Context: an optimization exercise on an open-source flow, tuned for small area and a short achievable clock period. The choices shown serve that exercise and are no tape-out recipe. In this exercise RTL edits were held to simulation tests only and were not proved equivalent to the original. Power and IR drop assume default switching activity.

## ex_cluster
module ex_cluster(input         CLK,
                  input         reset,
                  input         ALUSrcD1,
                  input  [3:0]  ALUControlD1,
                  input         BranchD1,
                  input         BranchND1,
                  input  [31:0] RDD11,
                  input  [31:0] RDD21,
                  input  [31:0] ExtImmD1,
                  input  [31:0] PCPlus41,
                  input  [3:0]  TagD1,
                  input         PredD1,
                  input         ALUSrcD2,
                  input  [3:0]  ALUControlD2,
                  input         BranchD2,
                  input         BranchND2,
                  input  [31:0] RDD12,
                  input  [31:0] RDD22,
                  input  [31:0] ExtImmD2,
                  input  [31:0] PCPlus42,
                  input  [3:0]  TagD2,
                  input         PredD2,
                  input         ALUSrcD3,
                  input  [3:0]  ALUControlD3,
                  input  [31:0] RDD13,
                  input  [31:0] RDD23,
                  input  [31:0] ExtImmD3,
                  input  [3:0]  TagD3,
                  input         ALUSrcD4,
                  input  [3:0]  ALUControlD4,
                  input  [31:0] RDD14,
                  input  [31:0] RDD24,
                  input  [31:0] ExtImmD4,
                  input  [3:0]  TagD4,
                  output        PCSrc1,
                  output [31:0] ALUOutE1,
  ...
Size: ~220 flip-flops, roughly 21000 µm² of cells after synthesis.
export LEC_CHECK = 0
export CAP_MARGIN = 20
export CORE_MARGIN = 2
export CORE_UTILIZATION = 40
export SLEW_MARGIN = 20
create_clock -name core_clock -period 10.0 [get_ports {CLK}]
standard.sh (not shown) runs the stock make flow with config.mk's settings and CLKGATE_MAP_FILE= SYNTH_SCRIPT=/design/flow/synth_recipe.tcl, a recipe that flattens the netlist after the stock synthesis.
==> flow/flow/run.sh <==
#!/bin/bash
# The standard layout (standard.sh) with these changes:
#  - synthesis maps the logic with ABC scripts of its own (flow/synth.tcl)
#    and without Yosys's full-adder extraction;
#  - port buffers are sky130_fd_sc_hd__buf_1 cells;
#  - timing repair up to clock tree synthesis aims for 6.2 ns of setup
#    slack, and after global routing for 6 ns.
# make's full output goes to make_cts.log and make_finish.log in the work folder.
set -euo pipefail
export OWN_WORK="$PWD"
export OWN_FLOW="$PWD/flow"
common=("SYNTH_SCRIPT=$PWD/flow/synth.tcl" ADDER_MAP_FILE=
        "BUFFER_PORTS_ARGS=-buffer_cell sky130_fd_sc_hd__buf_1")
bash standard.sh "${common[@]}" SETUP_SLACK_MARGIN=6.2  cts > make_cts.log 2>&1
bash standard.sh "${common[@]}" SETUP_SLACK_MARGIN=6  finish > make_finish.log 2>&1
==> flow/flow/abc_in.script <==
strash
dch
map -B 0.9
topo
stime -c
buffer -c
upsize -c
dnsize -c
==> flow/flow/abc_out.script <==
strash
dch -f
map -D 400
topo
buffer -p
upsize -D 400
dnsize -D 400
stime -p
==> flow/flow/synth.tcl <==
# The standard synthesis (synth_recipe.tcl in the work folder), with one
# change in the technology mapping of the logic: ABC first maps the logic
# between the registers and the output ports with a tight delay target
# (flow/abc_out.script), then all other logic (flow/abc_in.script).
# Registers are mapped before ABC runs, exactly as in the standard synthesis.
proc abc {args} {
  set i [lsearch -exact $args -script]
  if {$i >= 0} { set args [lreplace $args $i [expr {$i + 1}]] }
  set j [lsearch -exact $args -D]
  if {$j >= 0} { set args [lreplace $args $j [expr {$j + 1}]] }
  yosys select -set outcone o:* %cie*
  yosys abc -script $::env(OWN_FLOW)/abc_out.script {*}$args @outcone
  yosys select -clear
  yosys opt_clean
  yosys abc -script $::env(OWN_FLOW)/abc_in.script {*}$args
}
source $::env(OWN_WORK)/synth_recipe.tcl
==> next run, changes <==
--- a/flow/design.v
+++ b/flow/design.v
@@ -13,13 +13,13 @@
   wire        s_r2 = ~alusrc & ~sub;
   wire        s_nr = ~alusrc & sub;
   wire [31:0] bx  = ({32{s_im}} & imm) | ({32{s_r2}} & r2) | ({32{s_nr}} & ~r2);
   wire [31:0] p   = a ^ bx;
   wire [31:0] g   = a & bx;
   wire [31:0] G0 = {g[31:1], g[0] | (p[0] & sub)};
-  wire [31:0] P0 = a | bx;
+  wire [31:0] P0 = p;
   wire [31:0] G1, P1;
   assign G1[0] = G0[0];
   assign P1[0] = P0[0];
   assign G1[1] = G0[1] | (P0[1] & G0[0]);
   assign P1[1] = P0[1] & P0[0];
   assign G1[2] = G0[2];
@@ -415,15 +415,15 @@
   wire sel_ar  = alu_ok & ~alucontrol[3] & ~alucontrol[2];
   wire sel_lt  = alu_ok &  alucontrol[3];
   wire lg_ok   = alu_ok & ~alucontrol[3] &  alucontrol[2];
   wire k_g     = lg_ok & ~alucontrol[1];                        
   wire k_p     = lg_ok & (alucontrol[1] ^ alucontrol[0]);       
   wire k_n     = lg_ok &  alucontrol[1] & alucontrol[0];        
-  wire [31:0] pl  = ({32{sel_ar | k_p}} & p) | ({32{k_g}} & g) | ({32{k_n}} & ~(p | g));
-  wire [31:0] cc  = c[31:0] & {32{sel_ar}};
-  assign result = (pl ^ cc) | ({32{use_x}} & ext) | {31'd0, sel_lt & lt};
+  assign result = ({32{sel_ar}} & s) | ({32{k_g}} & g) | ({32{k_p}} & p) |
+                  ({32{k_n}} & ~(p | g)) | ({32{use_x}} & ext) |
+                  {31'd0, sel_lt & lt};
   assign eq     = &p;
 endmodule
 module tgt_add(input  [21:0] pc,
                input  [21:0] imm,
                output [21:0] t,
                output        co);
The changed run produced a clean layout.
Synthesized cell count falls by 1.3%.
Worst hold slack loses 14 ps.
Wire length falls by 1.6%.
Sequential cell count stays the same.
Via count rises by 1.1%.
Die area falls by 0.57%.
Cell count rises by 0.45%.
Clock power rises by about 7%.
Global-route usage is about the same.
Design area rises by 4.0%.
Combinational power rises by about 6%.

-- static timing again, ports no longer ideal --
How much do the figures lean on ideal ports? The routed layouts below were timed once more, with nothing changed but the port constraints.
Step 1: set_driving_cell puts a clkbuf_16 on CLK and a buf_2 on each other input, an assumption about the parent block.
Step 2 times the ports against the registers' clock, not the clock port: input delays grow and output delays shrink by t, the midpoint of the rising clock arrivals with the driver on.
Three values: no drivers, after step 1, after step 2; two values: the first two.
| run | t (ns) | setup slack, ns | worst setup path after step 2 | slew at the worst register clock pin (ns) |
|---|---|---|---|---|
| the first run | 0.647 | 6.069 / 6.013 / 5.504 | input to register | 0.07 / 0.07 |
| the second run | 0.667 | 6.082 / 6.020 / 5.459 | input to register | 0.07 / 0.07 |
After both steps every run listed still meets setup and hold. For the second run, which loses most, drivers alone change the setup slack by -0.062 ns; drivers and shift together by -0.623 ns.
